This is an optimization exercise on Yosys and OpenROAD, whose aim is small area and a short achievable clock period, not a production implementation.

==> flow/design.v <==
`timescale 1ns / 1ps
module lab4_2( 
              input wire      mode,
              input wire[2:0] opCode,
              input wire[3:0] value,
              input clk,
              input reset,
              output reg[9:0] result,
              output reg cacheFull,
              output reg invalidOp,
              output reg overflow);
    reg [6:0] mem[0:31];
    reg [9:0] p1;       
    reg [11:0] p1x3;    
    reg [5:0] cnt;      
    reg [3:0] start;    
    reg [4:0] idx;      
    reg [6:0] cur;      
    wire [2:0] cop = cur[6:4];
    wire [3:0] cv  = cur[3:0];
    wire full   = cnt[5];
    wire empty  = (cnt == 6'd0);
    wire valid  = (opCode[1:0] != 2'b11);
    wire store  = !mode && !full && valid;
    wire exec   = mode && !empty;
    wire arith  = !(cop[2] & cop[1]);
    wire [11:0] sum  = result + cv + (cop[0] ? p1 : 10'd0);
    function [9:0] row;
        input [1:0] d;
        input [9:0] b;
        input [9:0] b3;
        case (d)
            2'd0: row = 10'd0;
            2'd1: row = b;
            2'd2: row = {b[8:0], 1'b0};
            default: row = b3;
        endcase
    endfunction
    wire [9:0] r0 = row(result[1:0], p1, p1x3[9:0]);
    wire [9:0] r1 = row(result[3:2], p1, p1x3[9:0]);
    wire [9:0] r2 = row(result[5:4], p1, p1x3[9:0]);
    wire [9:0] r3 = row(result[7:6], p1, p1x3[9:0]);
    wire [9:0] r4 = row(result[9:8], p1, p1x3[9:0]);
    wire [12:0] plo = {3'd0, r0}
                    + {3'd0, r1[7:0], 2'd0}
                    + {3'd0, r2[5:0], 4'd0}
                    + {3'd0, r3[3:0], 6'd0}
                    + {3'd0, r4[1:0], 8'd0}
                    + cv;
    wire [9:0] p1or = {p1[9], p1[9] | p1[8], p1[9] | p1[8] | p1[7],
                       |p1[9:6], |p1[9:5], |p1[9:4], |p1[9:3], |p1[9:2], |p1[9:1], |p1[9:0]};
    wire phi = (result[1] & p1or[9]) | (result[2] & p1or[8]) | (result[3] & p1or[7])
             | (result[4] & p1or[6]) | (result[5] & p1or[5]) | (result[6] & p1or[4])
             | (result[7] & p1or[3]) | (result[8] & p1or[2]) | (result[9] & p1or[1]);
    wire thi = (result[1:0] == 2'd3 && p1x3[11:10] != 2'd0)
             | (result[3:2] == 2'd3 && p1x3[11:8]  != 4'd0)
             | (result[5:4] == 2'd3 && p1x3[11:6]  != 6'd0)
             | (result[7:6] == 2'd3 && p1x3[11:4]  != 8'd0)
             | (result[9:8] == 2'd3 && p1x3[11:2]  != 10'd0);
    wire [20:0] prod = {|plo[12:10] | phi | thi, 10'd0, plo[9:0]};
    wire [3:0]  pop  = result[0] + result[1] + result[2] + result[3] + result[4]
                     + result[5] + result[6] + result[7] + result[8] + result[9];
    wire [9:0]  rev  = {result[0], result[1], result[2], result[3], result[4],
                        result[5], result[6], result[7], result[8], result[9]};
    reg [9:0] nres;
    reg       novf;
    always @* begin
        case ({cop[2], cop[1]})
            2'b00: begin nres = sum[9:0];  novf = |sum[11:10]; end
            2'b01: begin nres = prod[9:0]; novf = prod[20]; end
            default: begin
                nres = cop[0] ? rev : {6'd0, pop};
                novf = 1'b0;
            end
        endcase
    end
    wire [3:0] nstart = (cop == 3'd6) ? cv : start;
    wire [5:0] inc    = {1'b0, idx} + 6'd1;
    wire [4:0] nidx   = exec ? ((inc == cnt) ? {1'b0, nstart} : inc[4:0]) : idx;
    reg [6:0] rdat;
    integer k;
    always @* begin
        rdat = 7'd0;
        for (k = 0; k < 32; k = k + 1)
            rdat = rdat | (mem[k] & {7{nidx == k}});
    end
    always @(posedge clk) begin
        if (store)
            mem[cnt[4:0]] <= {opCode, value};
        cur <= empty ? {opCode, value} : rdat;
    end
    always @(posedge clk or posedge reset) begin
        if (reset) begin
            result    <= 10'd0;
            p1        <= 10'd0;
            p1x3      <= 12'd0;
            overflow  <= 1'b0;
            cacheFull <= 1'b0;
            invalidOp <= 1'b0;
            cnt       <= 6'd0;
            start     <= 4'd0;
            idx       <= 5'd0;
        end else begin
            if (!mode) begin
                if (full)
                    cacheFull <= 1'b1;
                else begin
                    invalidOp <= !valid;
                    if (valid) cnt <= cnt + 6'd1;
                end
            end
            idx <= nidx;
            if (exec) begin
                start <= nstart;
                if (arith) begin
                    result   <= nres;
                    p1       <= result;
                    p1x3     <= {2'd0, result} + {1'b0, result, 1'b0};
                    if (!cop[2]) overflow <= novf;
                    else overflow <= 1'b0;
                end
            end
        end
    end
endmodule
clock: 8.0 ns
lec_check: 0
cap_margin: 20
core_margin: 2
core_utilization: 40
slew_margin: 20
run.sh (not shown) runs the stock make flow with config.mk's settings and CLKGATE_MAP_FILE= SYNTH_SCRIPT=/design/flow/synth_recipe.tcl, a recipe that flattens the netlist after the stock synthesis.
Edit:
==> flow/design.v (replaced) <==
`timescale 1ns / 1ps
module lab4_2( 
              input wire      mode,
              input wire[2:0] opCode,
              input wire[3:0] value,
              input clk,
              input reset,
              output reg[9:0] result,
              output reg cacheFull,
              output reg invalidOp,
              output reg overflow);
    reg [6:0] mem[0:31];
    reg [9:0] p1;       
    reg [5:0] cnt;      
    reg [3:0] start;    
    reg [4:0] idx;      
    reg [6:0] cur;      
    wire [2:0] cop = cur[6:4];
    wire [3:0] cv  = cur[3:0];
    wire full   = cnt[5];
    wire empty  = (cnt == 6'd0);
    wire valid  = (opCode[1:0] != 2'b11);
    wire store  = !mode && !full && valid;
    wire exec   = mode && !empty;
    wire arith  = !(cop[2] & cop[1]);
    wire [11:0] sum  = result + cv + (cop[0] ? p1 : 10'd0);
    wire [20:0] prod = result * p1 + cv;
    wire [3:0]  pop  = result[0] + result[1] + result[2] + result[3] + result[4]
                     + result[5] + result[6] + result[7] + result[8] + result[9];
    wire [9:0]  rev  = {result[0], result[1], result[2], result[3], result[4],
                        result[5], result[6], result[7], result[8], result[9]};
    reg [9:0] nres;
    reg       novf;
    always @* begin
        case ({cop[2], cop[1]})
            2'b00: begin nres = sum[9:0];  novf = |sum[11:10]; end
            2'b01: begin nres = prod[9:0]; novf = |prod[20:10]; end
            default: begin
                nres = cop[0] ? rev : {6'd0, pop};
                novf = 1'b0;
            end
        endcase
    end
    wire [3:0] nstart = (cop == 3'd6) ? cv : start;
    wire [5:0] inc    = {1'b0, idx} + 6'd1;
    wire [4:0] nidx   = exec ? ((inc == cnt) ? {1'b0, nstart} : inc[4:0]) : idx;
    always @(posedge clk) begin
        if (store)
            mem[cnt[4:0]] <= {opCode, value};
        cur <= empty ? {opCode, value} : mem[nidx];
    end
    always @(posedge clk or posedge reset) begin
        if (reset) begin
            result    <= 10'd0;
            p1        <= 10'd0;
            overflow  <= 1'b0;
            cacheFull <= 1'b0;
            invalidOp <= 1'b0;
            cnt       <= 6'd0;
            start     <= 4'd0;
            idx       <= 5'd0;
        end else begin
            if (!mode) begin
                if (full)
                    cacheFull <= 1'b1;
                else begin
                    invalidOp <= !valid;
                    if (valid) cnt <= cnt + 6'd1;
                end
            end
            idx <= nidx;
            if (exec) begin
                start <= nstart;
                if (arith) begin
                    result   <= nres;
                    p1       <= result;
                    if (!cop[2]) overflow <= novf;
                    else overflow <= 1'b0;
                end
            end
        end
    end
endmodule
=>
- The new run ran to the end with no violations
- die area came out higher by 6.7%
- critical path depth rose by 6
- wire length falls by 26%
- worst setup slack is worse by 430 ps
- clock skew stays flat
- final cell count rose by 7.1%
- area after synthesis rose by 6.8%
- final area came out higher by 4.6%
- global-route usage decreases by 7.3 points
- synthesized cell count went up by 6.5%
- clock-buffer cell count drops by 1
Function was not checked in any run of this note: the RTL went through the layout flow alone.

## static timing again, ports no longer ideal
The flow's constraints put no driver on any port. The routed layouts listed below were extracted and timed again, unchanged, in two steps. Step 1 assumes that a clkbuf_16 drives the clock port and a buf_2 every other input. Step 2 also shifts input and output timing later by t, the mid clock arrival at the registers, as if the neighbouring blocks saw the same clock. Slacks: no drivers / after step 1 / after step 2; pairs: no drivers / after step 1.
run | t, ns | setup slack, ns | worst slew at a driven data input, ns
the first run | 0.636 | 2.388 / 2.410 / 1.774 | 0.03
the second run | 0.589 | 1.961 / 1.961 / 1.961 | 0.03
After both steps every run listed still meets setup and hold. For the first run, which loses most, drivers alone change the setup slack by +0.022 ns; drivers and shift together by -0.614 ns.
